Context: an optimization exercise on an open-source flow, tuned for small area and a short achievable clock period. The choices shown serve that exercise and are no tape-out recipe.
In this exercise RTL edits were held to simulation tests only and were not proved equivalent to the original.

[config.mk]
export PLATFORM = sky130hd
export DESIGN_NAME = Horner
export DESIGN_NICKNAME = Horner
export VERILOG_FILES = /design/flow/design.v
export SDC_FILE = /design/flow/constraint.sdc
export NUM_CORES = 4
export LEC_CHECK = 0
export CAP_MARGIN = 20
export CORE_MARGIN = 2
export CORE_UTILIZATION = 40
export PLACE_DENSITY = 0.6
export SLEW_MARGIN = 20
[constraint.sdc]
create_clock -name core_clock -period 8.5 [get_ports {clk}]
set_input_delay 1.7000 -clock core_clock [delete_from_list [all_inputs] [get_ports {clk}]]
set_output_delay 1.7000 -clock core_clock [all_outputs]
set_load 0.01 [all_outputs]
[design.v]
module Horner(input clk,
              input rst,
              input [31:0] x,
              input [31:0] cn,
              output wire [31:0] z);
    reg  [31:0] out;
    wire [31:0] prod;
    wire [31:0] b;
    assign prod = out * x;    
    assign b    = prod + cn;  
    assign z    = out;
    always @(posedge clk) begin
        if (rst)
            out <= 32'h0;
        else
            out <= b;
    end
endmodule
[run.sh]
#!/bin/bash
# synth_recipe.tcl (not shown) runs the flow's synth.tcl, then flattens the netlist and writes it again
# the make line also repeats each setting of config.mk as NAME=value (left out here)
make -C /OpenROAD-flow-scripts/flow DESIGN_CONFIG=/design/flow/config.mk WORK_HOME=/design/flow/orfs CLKGATE_MAP_FILE= SYNTH_SCRIPT=/design/flow/synth_recipe.tcl finish
==> summary.txt <==
[logic make-up (layout without fill, tap and decap cells)]
family                   Yosys count  in the layout  share of synthesized area
XOR/XNOR                          80             80                    0.04032
flip-flops                        32             32                    0.03616
AO/OA/AOI/OAI                     75             75                    0.03065
multiplexers                       4              4                   0.002683
buffers and inverters            569            699                     0.1215
AND/OR/NAND/NOR                  608            608                     0.1863
adder cells (fa/ha/maj)          562            562                     0.5824
[worst register-to-register path: stages (launching register included)]
cell and delay [ns]:
dfxtp_1 1.04, and2_4 0.30, fa_1 0.41, fa_1 0.53, fa_1 0.57, inv_2 0.05
fa_1 0.49, inv_2 0.04, fa_1 0.50, inv_1 0.05, fa_1 0.49, inv_2 0.04
fa_1 0.54, inv_2 0.05, fa_1 0.51, inv_2 0.06, ha_4 0.28, a21oi_4 0.06
a21boi_2 0.16, a31o_2 0.24, o31ai_4 0.31, nand2_1 0.09, nand2_1 0.10, a221oi_2 0.08
mux2_1 0.31
[final cells by class]
class,instances,area share
Multi-Input combinational cell,1329,0.7405
Tap cell,592,0.03653
Clock inverter,2,0.0006171
Inverter,483,0.08941
Timing Repair Buffer,209,0.09515
Clock buffer,5,0.006171
Sequential cell,32,0.03166
[stage by stage]
step	cells	utilization	TNS, ns
after global routing	2652	0.4616	-0.02230
after floorplan	1930	-	0
after CTS	2648	0.4575	0
after global placement	2641	0.4542	-1.219
final	2652	0.4616	0
after detailed placement	2641	0.4542	-1.526
[cell usage after synthesis (all sizes together)]
| cell type | count |
|---|---|
| a211oi | 5 |
| nand4 | 1 |
| a31oi | 1 |
| clkbuf | 80 |
| a221oi | 1 |
| o31ai | 5 |
| o311ai | 1 |
| fa | 438 |
| a21oi | 25 |
| o21bai | 3 |
| xnor2 | 58 |
| nor3b | 3 |
| o21a | 1 |
| o21ba | 1 |
| xnor3 | 1 |
| and2 | 365 |
| a31o | 2 |
| ha | 124 |
| mux2i | 1 |
| or3 | 2 |
| nand3 | 7 |
| o31a | 1 |
| a211o | 1 |
| a21o | 13 |
| nor3 | 6 |
| nand2b | 2 |
| o21ai | 13 |
| nand2 | 177 |
| o211ai | 1 |
| and4 | 1 |
| dfxtp | 32 |
| inv | 483 |
| buf | 6 |
| xor2 | 21 |
| mux2 | 3 |
| or2 | 1 |
| nor2 | 29 |
| a21boi | 1 |
| and3 | 2 |
| nor4b | 2 |
| nor2b | 10 |
[cell usage in the layout (no fill, tap or decap), types with 4 or more instances in the layout]
cell,netlist,layout
inv_1,483,478
fa_1,438,435
and2_1,365,362
nand2_1,177,176
ha_1,124,122
buf_4,1,95
clkdlybuf4s50_1,0,92
xnor2_1,58,58
dfxtp_1,32,31
nor2_1,29,29
xor2_1,21,21
a21oi_1,23,17
a21o_1,11,11
nor2b_1,10,10
buf_6,1,10
o21ai_0,9,9
nand3_1,7,7
a21oi_2,2,7
inv_2,0,5
nor3_1,5,5
clkbuf_16,0,5
dlymetal6s2s_1,0,5
buf_12,0,5
o21ai_2,4,4
[how the worst max path moves through the flow]
stage / endpoint / slack (ns) / cells past startpoint
finish: out[29] / 0.21 / 26
global route: out[29] / -0.02 / 27
CTS: out[29] / 0.01 / 26
detailed placement: out[29] / -0.30 / 26
global placement: out[30] / -0.23 / 24
floorplan: out[29] / 0.31 / 26
[what timing repair did]
action | 4_1_cts | 5_1_grt
setup endpoints to repair | 2 | 11
resized for setup | 2 | 45
pin swaps | 0 | 21
setup buffers | 0 | 4
[metal layers]
layer | vias up | part of all wire | track usage
li1 | 5748 | - | -
met1 | 6698 | 0.45 | 0.3279
met2 | 394 | 0.45 | 0.3654
met3 | 57 | 0.077 | 0.05191
met4 | 2 | 0.025 | 0.05347
met5 | - | 0.00026 | 0
==> impl_metrics.tcl <==
set metrics [dict create \
    ios 98 \
    placed_cell_area_um2 19950 \
    final-seq-area_um2 641.9 \
    grt_first_pass_wirelength_um 82320 \
    fill_cells 4322 \
    htree_levels 2 \
    synth_nets 2558 \
    numCtsBuffers 5 \
    multi_input_area_um2 15010 \
    drtPass1Iterations 7 \
    first_iter_violations 774 \
    detail_route.wl_per_cell_um 19.19 \
    worst-path-buf-inv 8 \
    nets 2688 \
    dieHeight_um 214.5 \
    critPathCaptureType "register" \
    start_kind "primary input" \
    gp_congestion 0.9058 \
    crit_family "adder cells" \
    netlist_instances 1930 \
    drc 0 \
    post_synth.cell_area_avg_um2 9.180 \
    final_hold_viol_count 0 \
    worstSetupPathType "primary input to register" \
    r2r-end "out[29]" \
    hold_end "out[0]" \
    top_register "out" \
    die_area_um2 46000 \
    grt_start_max_net_pins 39 \
    synth_area_leaders "fa_1 (49%), and2_1 (13%), inv_1 (10%)" \
    cts_hold_buf 0 \
    worstHoldPathCells 4 \
    path_max_fanout 6 \
    dpl.hpwl_um 42520 \
    grt_pass1_vias 14470 \
    yosys_warnings 1 \
    status "timing/DRC/antenna clean" \
    cts_sinks 32 \
    totalWireLength_um 50900 \
    cp-startpoint "x[3]" \
    largest_reg_flops 32 \
    setup_viol 0 \
    antenna_found_initial 1 \
    worst_r2r_startpoint "out[14]" \
    die_w_um 214.5 \
    clock_path_buffers 2 \
    max_freq_ghz 0.1207 \
    yosys.cell_types.count 53 \
    ys_ff_latch 32 \
    syn_to_final_growth_pct 14.44 \
    seq_area_frac_synth 0.03616 \
    slew_headroom 0.2678 \
    start_util 0.4033 \
    post-route-period-util 0.9750 \
    r2r_slack_ns 1.11 \
    yosys.area.top_type "fa_1" \
    design_area_um2 20280 \
    slowest_stage "fa_1" \
    holdCritStartpoint "out[0]" \
    tightest_slew_ns 1.097 \
    port_buffers 97 \
    via_per_inst 4.864 \
    critical_path.most_common_cell "fa_1" \
    drtAntennaViolNets 0 \
    skew_ns 0.009843 \
    grt.total_usage 0.2323 \
    clk_latency_ns 0.28 \
    drv_cap 0 \
    clk_pin_slew_ns 0.06 \
    cp.arrival_ns 8.46 \
    diodes 0 \
    place_ws_ns -0.2993 \
    overflow 0 \
    slowest_delay_ns 0.57 \
    timing.hold.ws_ns 1.452 \
    largestRegisters "out (32)" \
    core_area_um2 43930 \
    final_max_slew_viol_count 0 \
    drive_above_1_share 0.08155 \
    num_rows 77 \
    syn-cell-area_um2 17720 \
    fin_ws_ns 0.2125 \
    synth_top_area_share 0.4949 \
    cts_tree "built" \
    reg2reg_depth 24 \
    hp-class "register to register" \
    cts-root-buf "clkbuf_16" \
    via_count 12900 \
    critPathRequiredTime_ns 8.67 \
    fin_crit_ns 8.287 \
]

[what the ideal ports hide]
In the flow no input, the clock included, has a driving cell. The finished layout below was timed again as built, in two steps. Step 1, drivers: a clkbuf_16 drives clk and a buf_2 each remaining input, both assumed. Step 2 moves the port delays by t, midway between the first and last clock arrival at a register: inputs arrive t later, outputs are due t later. That takes back most of the time a late clock gives input paths. Slacks: ideal / step 1 / step 2; pairs: ideal / step 1.
t (ns): 0.318
setup slack, ns: 0.213 / 0.217 / -0.101
clock arrival spread, ns: 0.010 / 0.010
worst register clock-pin slew, ns: 0.06 / 0.06
With both steps, setup timing fails in this run, where it was met with ideal ports. For this run, drivers alone change the setup slack by +0.004 ns; drivers and shift together by -0.314 ns.
